From an optimization exercise on the open Yosys and OpenROAD flow, aimed at a short achievable clock period and few clock cycles; shortcuts taken in it are not production practice.
In this exercise RTL edits were held to simulation tests only and were not proved equivalent to the original.
Power and IR drop assume default switching activity.

`flow/design.v`:
```
module ALU(
  input [31:0] Data1,
  input [31:0] Data2,
  input [31:0] Instruction,
  input [3:0] Opcode_ALU,
  output reg [31:0] Result
);
  wire [15:0] Immediate_Branch;             
  assign Immediate_Branch= Instruction[15:0];
  always @(*) begin
    Result = 32'd0;
    case (Opcode_ALU)
      4'b0000: Result = Data1 + Data2;  
      4'b0001: Result = Data1 - Data2;  
      4'b0010: Result = Data1 + Data2;  
      4'b0011: Result = Data1 - Data2;  
      4'b0110: Result = Data1 & Data2;  
      4'b0111: Result = Data1 | Data2;  
      4'b0100: Result = Data1 + {{16{Immediate_Branch[15]}}, Immediate_Branch[15:0]};  
      4'b0101: Result = Data1 + {{16{1'b0}}, Immediate_Branch[15:0]};  
      4'b1000: Result = Data1 & {{16{Immediate_Branch[15]}}, Data2[15:0]};  
      4'b1001: Result = Data1 | {{16{Immediate_Branch[15]}}, Data2[15:0]};  
      4'b1010: Result = Data1 << Data2[4:0];  
      4'b1011: Result = Data1 >> Data2[4:0];  
      4'b1100: Result = ($signed(Data1) < $signed(Data2)) ? 1:0;  
      4'b1101:  Result = ($signed(Data1) < $signed({{16{1'b0}}, Immediate_Branch[15:0]}))?1:0 ;  
      default: Result = 32'd0;
    endcase
  end
endmodule
module Branching(
  input [31:0] Data1,
  input [31:0] Data2,
  input [31:0] Instruction,
  input [9:0] PC,    
  input [3:0] Opcode_Branch,
  output reg [9:0] Next_PC
);
wire [25:0] Immediate_Jump;
assign Immediate_Jump= Instruction[25:0];
wire [15:0] Immediate_Branch;
assign Immediate_Branch= Instruction[15:0];
  always @(*) begin
    Next_PC = PC;
    case (Opcode_Branch)
    4'b0000:Next_PC = ($signed(Data1) == $signed(Data2)) ? (PC + $signed(Immediate_Branch)) : PC ;    
    4'b0001: Next_PC = ($signed(Data1) != $signed(Data2)) ? (PC + $signed(Immediate_Branch)) : PC;    
    4'b0010:Next_PC = ($signed(Data1) > $signed(Data2)) ? (PC + $signed(Immediate_Branch)) :PC ;    
    4'b0011:Next_PC = ($signed(Data1) >= $signed(Data2)) ? (PC + $signed(Immediate_Branch)) : PC;     
    4'b0100:Next_PC = ($signed(Data1) < $signed(Data2)) ? (PC + $signed(Immediate_Branch)) : PC;    
    4'b0101:Next_PC = ($signed(Data1) <= $signed(Data2)) ? (PC + $signed(Immediate_Branch)) : PC;     
    4'b0110: Next_PC= Immediate_Jump-1;       
    4'b0111: Next_PC= Data1-1;         
    4'b1000:   begin
        Next_PC= $signed(Immediate_Jump)-1;      
    end
    default: Next_PC = PC;
    endcase
end
endmodule
module Decode(
  input [31:0] Instruction,
  output reg [3:0] Opcode_ALU, Opcode_Branch,
  output reg Opcode_Data,
  output reg[2:0] Mode
);
wire [5:0] opcode, func;
assign opcode= Instruction[31:26];
assign func= Instruction[5:0];
  always @(*) begin
    Mode = 3'b000;
    Opcode_Data = 0;   
    Opcode_ALU = 4'b0000;
    Opcode_Branch = 4'b1111;
    if(opcode == 6'b000000) begin
      Mode=3'b001;
      case(func)
        6'b100000: begin 
          Opcode_ALU = 4'b0000;    
        end
        6'b100010: begin             
          Opcode_ALU = 4'b0001; 
        end
        6'b100001: begin           
        Opcode_ALU = 4'b0010;
        end 
        6'b100011: begin           
          Opcode_ALU = 4'b0011; 
        end
        6'b100100: begin             
          Opcode_ALU = 4'b0110;
        end 
        6'b100101: begin              
          Opcode_ALU = 4'b0111;
        end 
        6'b000000: begin               
          Opcode_ALU = 4'b1010; 
        end
        6'b000010: begin             
          Opcode_ALU = 4'b1011; 
        end
        6'b101010: begin               
          Opcode_ALU = 4'b1100;
        end 
        6'b001000: begin             
          Mode = 3'b000;
          Opcode_Branch = 4'b0111;
        end
        default: Mode = 3'b101;
      endcase
    end
    else if(opcode == 6'b000010)begin
      Opcode_Branch = 4'b0110;  
    end
    else if(opcode == 6'b000011)begin
      Opcode_Branch= 4'b1000;  
    end
    else begin
      case(opcode)
        6'b001000: begin  
          Opcode_ALU = 4'b0100;
          Mode = 3'b010; 
          end 
        6'b001001: begin  
          Opcode_ALU = 4'b0101; 
          Mode = 3'b010; 
          end 
        6'b001100: begin  
          Opcode_ALU = 4'b1000; 
          Mode = 3'b010; 
          end  
        6'b001101: begin  
          Opcode_ALU = 4'b1001; 
          Mode = 3'b010; 
          end  
        6'b101011: begin  
          Opcode_Data = 1'b1; 
          Mode = 3'b011; 
          end 
        6'b100011: begin  
          Opcode_Data = 1'b0; 
          Mode = 3'b100; 
          end
        6'b001010: begin   
          Opcode_ALU = 4'b1101; 
          Mode = 3'b010; 
          end  
        6'b000100: Opcode_Branch = 4'b0000;   
        6'b000101: Opcode_Branch = 4'b0001;   
        6'b000111: Opcode_Branch = 4'b0010;   
        6'b011000: Opcode_Branch = 4'b0011;   
        6'b011001: Opcode_Branch = 4'b0100;   
        6'b010101: Opcode_Branch = 4'b0101;   
        default: Mode = 3'b101;
      endcase
    end
  end
endmodule
module Store_Load(
  input  reset,
  input [31:0] Data_Value,
  input [31:0] Address,
  input [31:0] Instruction,
  input Opcode_Data,
  output [31:0] Dataout,
  output [9:0] Mem_Address,
  output Mem_Write,
  output [31:0] Mem_Write_Data,
  input [31:0] Mem_Read_Data
);
  wire [15:0] Offset;
  assign Offset= Instruction[15:0];
  assign Mem_Address = Address[9:0] + Offset[9:0];
  assign Mem_Write = Opcode_Data & ~reset;
  assign Mem_Write_Data = Data_Value;
  assign Dataout = Mem_Read_Data;
endmodule
module Main_Controller(
  input clk, reset,
  output [9:0] imem_addr,        
  input [31:0] imem_data,        
  output [9:0] dmem_addr,        
  output dmem_we,                
  output [31:0] dmem_wdata,      
  input [31:0] dmem_rdata        
);
    reg [31:0] Register_Data [31:0];  
  wire [31:0] Instruction;  
  reg [9:0] PC;      
  wire [9:0] Next_PC;        
  assign imem_addr = PC;
  assign Instruction = imem_data;
  wire [3:0] Opcode_ALU;         
  wire [3:0] Opcode_Branch;      
  wire Opcode_Data;      
  wire [31:0] Result, Dataout;
  wire [2:0] Mode_Type;
  Decode I2(
    .Instruction(Instruction), 
    .Opcode_ALU(Opcode_ALU), 
    .Opcode_Branch(Opcode_Branch), 
    .Opcode_Data(Opcode_Data),
    .Mode(Mode_Type)
  );
wire [31:0] Data1, Data2;
assign Data1= Register_Data[Instruction[25:21]];
assign Data2= Register_Data[Instruction[20:16]];
  ALU I3(
    .Data1(Data1), 
    .Data2(Data2), 
    .Instruction(Instruction),
    .Opcode_ALU(Opcode_ALU), 
    .Result(Result)
  );
  Branching I4(
    .Data1(Data1),
    .Data2(Data2),
    .Instruction(Instruction), 
    .PC(PC), 
    .Opcode_Branch(Opcode_Branch), 
    .Next_PC(Next_PC)
  );
  Store_Load I5( 
    .reset(reset), 
    .Data_Value(Data2), 
    .Address(Data1),
    .Instruction(Instruction),
    .Opcode_Data(Opcode_Data),
    .Dataout(Dataout),
    .Mem_Address(dmem_addr),
    .Mem_Write(dmem_we),
    .Mem_Write_Data(dmem_wdata),
    .Mem_Read_Data(dmem_rdata)
  );
  integer i;
  always @(posedge clk) begin
    if (reset) begin
      PC <= 10'd0;
      for (i = 0; i < 32; i = i + 1)
        Register_Data[i] <= 32'd0;
    end
    else if(Mode_Type==3'b000)begin
      PC <= Next_PC + 1;                        
    end
    else if(Mode_Type==3'b001)begin
      PC <= PC + 1;
      Register_Data[Instruction[15:11]] <= Result;     
    end
    else if(Mode_Type==3'b010)begin
      PC <= PC + 1;                               
      Register_Data[Instruction[20:16]] <= Result;
    end
    else if(Mode_Type==3'b011)begin
      PC <= PC + 1;                                
    end
    else if(Mode_Type==3'b100)begin
      PC <= PC + 1;
      Register_Data[Instruction[20:16]] <= Dataout;          
    end
    else begin
      PC <= PC + 1;                                
    end
  end
endmodule
```
`flow/run.sh`:
```
#!/bin/bash
# synth_recipe.tcl (not shown) runs the flow's synth.tcl, then flattens the netlist and writes it again
# the make line also repeats each setting of config.mk as NAME=value (left out here)
make -C /OpenROAD-flow-scripts/flow DESIGN_CONFIG=/design/flow/config.mk WORK_HOME=/design/flow/orfs CLKGATE_MAP_FILE= SYNTH_SCRIPT=/design/flow/synth_recipe.tcl finish
```
`flow/config.mk`:
```
export PLATFORM = sky130hd
export DESIGN_NAME = Main_Controller
export DESIGN_NICKNAME = Main_Controller
export VERILOG_FILES = /design/flow/design.v
export SDC_FILE = /design/flow/constraint.sdc
export NUM_CORES = 4
export LEC_CHECK = 0
export CAP_MARGIN = 20
export CORE_MARGIN = 2
export CORE_UTILIZATION = 40
export PLACE_DENSITY = 0.6
export SLEW_MARGIN = 20
```
`flow/constraint.sdc`:
```
create_clock -name core_clock -period 9.0 [get_ports {clk}]
set_input_delay 1.8000 -clock core_clock [delete_from_list [all_inputs] [get_ports {clk}]]
set_output_delay 1.8000 -clock core_clock [all_outputs]
set_load 0.01 [all_outputs]
```
==> notes.md <==
FF-to-FF path depth=22; Die Ht=408 um; Largest delay share family, worst path=compound AO/OA/AOI/OAI gates; final wirelength=263,000 um; CP Capture Point=dmem_addr[9]; port bufs=118; largest stage delay on the critical path=610 ps; WL met1=91,900 um; global-route wire length before repair=368,000 um; status=no timing/DRC/antenna violations; Die Area=166,000 um^2; Worst path depth=20; WL/cell=35.2 um; remaining antenna violation count=0; clk_skew=41.4 ps; CP Buf/Inv Count=4; Slew Limit Fails=0; distinct cell type count after synthesis=113; Fin. Hold Viols=0; CP startpoint kind=input pin; Crit path arrival time=6550 ps; antenna violations before repair=2; CTS max path bufs=3; post-synthesis sequential area ratio=0.475; Initial Util=0.402; postcts setup bufs=0; area leader, netlist=edfxtp_1; largest net degree at the start of global routing=58; Synth area leaders=edfxtp_1 (47%), mux4_2 (20%), nor2_1 (6.2%), mux2i_1 (3.0%), ha_1 (2.7%); Main synth FF type=edfxtp_1; hpwl dp=168,000 um; via count=49,413; Synth Register Bits=1,034; clock latency on the worst-skew pair=760 ps; R2R Path End=PC[4]; number of core rows=148; TritonCTS clock tree=built; EDFF count, synth=1,024; unrepaired setup endpoints after global routing=no; TritonCTS buffer count=107; pwr dens=199 nW/um^2; Routability Congestion=1.01; Crit. End Element=output pin; Synth Cell Area=65,200 um^2; DR top layer=met5; CP startpoint=imem_data[22]; max cap viols=0; clk sinks=1,034; synthesis-to-finish area growth=12.7%; placed cell area=70,000 um^2; multi-input logic area=31,700 um^2; Initial DRC Count=7,785; Vias/cell=6.61; die width=408 um; Synth top area share=0.472; worst path required time=7200 ps; Yosys warnings=4; root buf cell=clkbuf_16; crit path kind=in -> out; cell mode on critical path=nor2_1; post-CTS sizing=0; total negative slack=0 ps; Lkg Pwr=26.2 nW; DR DRC count=0; FF+latch area=30,900 um^2; WL met2=120,000 um; Synth async-reset ratio=0; Routed met3 length=32,700 um; CTS HTree Levels=3; num ports=119; peak supply drop=162 uV; Slew HR=0.295; R2R Setup Slk=2320 ps; post-synth net total=5,340; Post-Synthesis Cells=5,128; clk slew on worst S/H paths=60 ps; period utilization=0.927; worst hold path class=reg -> reg; worst slew pin tran=1050 ps; # setup viols final=0; ordered list of cells on the worst path=buf_8 > mux4_2 > a22o_1 > a221oi_1 > and3_1 > inv_2 > ha_1 > inv_1 > a21oi_1 > nor2_1 > nor2_1 > o21bai_1 > a21oi_1 > o21bai_1 > a21oi_1 > nor2_1 > nor2_1 > o21bai_1 > xnor2_1 > clkdlybuf4s50_1; FMAX=0.120 GHz; synthesized area per cell=12.7 um^2; post-route cell area=73,500 um^2; Filler Cell Count=14,517; vias in the first global route=48,409; Final #Nets=5,418; total gr overflow=0; total core area=162,000 um^2; DR pass1 iterations=6; reg2reg start=Register_Data[23][1]; layout cells sized above 1=0.241; Crit-path slowest cell=mux4_2; Crit Path Max Fanout=35; Hold-fix buffers, CTS=0; GRT Total Usage=0.311; Final min period=8350 ps
how the worst min path moves through the flow:
stage	startpoint	endpoint	slack, ps	cells after the start
after floorplan	PC[5]	PC[5]	680	3
after global placement	PC[5]	PC[5]	770	3
after detailed placement	PC[5]	PC[5]	760	3
after CTS	PC[5]	PC[5]	770	3
after global routing	PC[5]	PC[5]	820	3
final	PC[5]	PC[5]	760	3
kinds of logic (layout without fill, tap and decap cells):
family	Yosys count	in the layout	synth area share
AOI/OAI and AO/OA	700	700	0.0719
and+or+nand+nor	1724	1724	0.117
DFF	1034	1034	0.475
adders and majority gates	146	146	0.0285
muxes	859	859	0.252
other	0	3	0
xor gates and xnor gates	86	86	0.0116
buffers and inverters	579	745	0.0445
cell usage in the layout, fill, tap and decap left out, drive strengths merged, types with 31 or more instances in the layout:
cell / netlist / final
nor2: 1107 / 1107
edfxtp: 1024 / 1024
mux4: 598 / 598
buf: 255 / 308
mux2i: 226 / 226
a21oi: 202 / 202
nand2: 197 / 197
nor3: 167 / 167
ha: 142 / 142
o21ai: 141 / 141
inv: 130 / 135
clkbuf: 193 / 122
clkdlybuf4s50: 0 / 108
xnor2: 55 / 55
clkinv: 1 / 55
nand2b: 50 / 50
nand3: 46 / 46
a21o: 41 / 41
o22ai: 36 / 36
mux2: 35 / 35
o211ai: 32 / 32
xor2: 31 / 31
through the flow:
stage / setup slack, ps / power (mW) / cells / hold slack [ps] / util
after CTS: 759 / 14.5 / 7468 / 775 / 0.453
final: 654 / 14.6 / 7472 / 764 / 0.453
after floorplan: 572 / 8.49 / 5128 / 684 / -
after global placement: 469 / 10.1 / 7271 / 772 / 0.432
after global routing: 503 / 15.0 / 7469 / 820 / 0.453
after detailed placement: 367 / 10.1 / 7271 / 756 / 0.432
worst min-delay path: stages, from the launching register on:
cell	delay (ps)
dfxtp_1	350
o32a_1	220
o31ai_1	80
a21oi_1	60
registers in the layout, indices dropped and copies added, names as in the netlist:
| signal | flops |
|---|---|
| Register_Data | 1024 |
| PC | 10 |
metal layers:
metal,GRT usage,vias up
li1,-,19836
met1,0.391,24935
met2,0.488,3765
met3,0.0763,873
met4,0.182,4
met5,0,-
synth_stat cells, types with 17 or more instances:
cell,instances
nor2_1,1076
edfxtp_1,1024
mux4_2,574
a21oi_1,201
mux2i_1,198
nand2_1,197
clkbuf_1,192
nor3_1,167
ha_1,142
buf_2,138
inv_1,120
o21ai_0,106
xnor2_1,55
nand2b_1,50
nand3_1,46
buf_4,42
buf_6,42
a21o_1,41
mux2_2,32
o211ai_1,31
o21ai_1,31
xor2_1,31
nor2_4,30
buf_1,28
o22ai_1,28
a22oi_1,27
nor2b_1,25
a211oi_1,20
mux4_1,20
o31ai_1,18
a31oi_1,17
o21a_1,17
layout make-up:
type                            count  share of cell area
Multi-Input combinational cell   3515               0.431
Sequential cell                  1034               0.421
Timing Repair Buffer              417              0.0572
Clock buffer                      121              0.0371
Tap cell                         2175              0.0370
Clock inverter                     76             0.00972
Inverter                          131             0.00669
Antenna cell                        3            0.000102
power by group:
group	switching (mW)	internal (mW)	leakage, nW	total [mW]
Clock	2.01	2.47	1.66	4.48
Sequential	0.0967	5.46	10.7	5.56
Combinational	3.03	1.55	13.9	4.58
Testbench counts, summed over its fixed seeds: cycles 63,911.

## afterwards: timing with drivers on the ports
The results above use ideal ports. As a check the final layout listed here was re-extracted and re-timed, cells and wires unchanged. Step 1: set_driving_cell puts a clkbuf_16 on clk and a buf_2 on each other input, an assumption about the parent block. Step 2 moves the port delays by t, midway between the first and last clock arrival at a register: inputs arrive t later, outputs are due t later. That takes back most of the time a late clock gives input paths. Slacks: no drivers / after step 1 / after step 2; pairs: no drivers / after step 1.
shift t [ns]: 0.826
setup WS [ns]: 0.654 / 0.592 / 0.231
hold slack, ns: 0.764 / 0.764 / 0.764
After both steps setup and hold are still met in this run. The setup slack of this run moves by -0.062 ns with the drivers and by -0.423 ns with both steps.
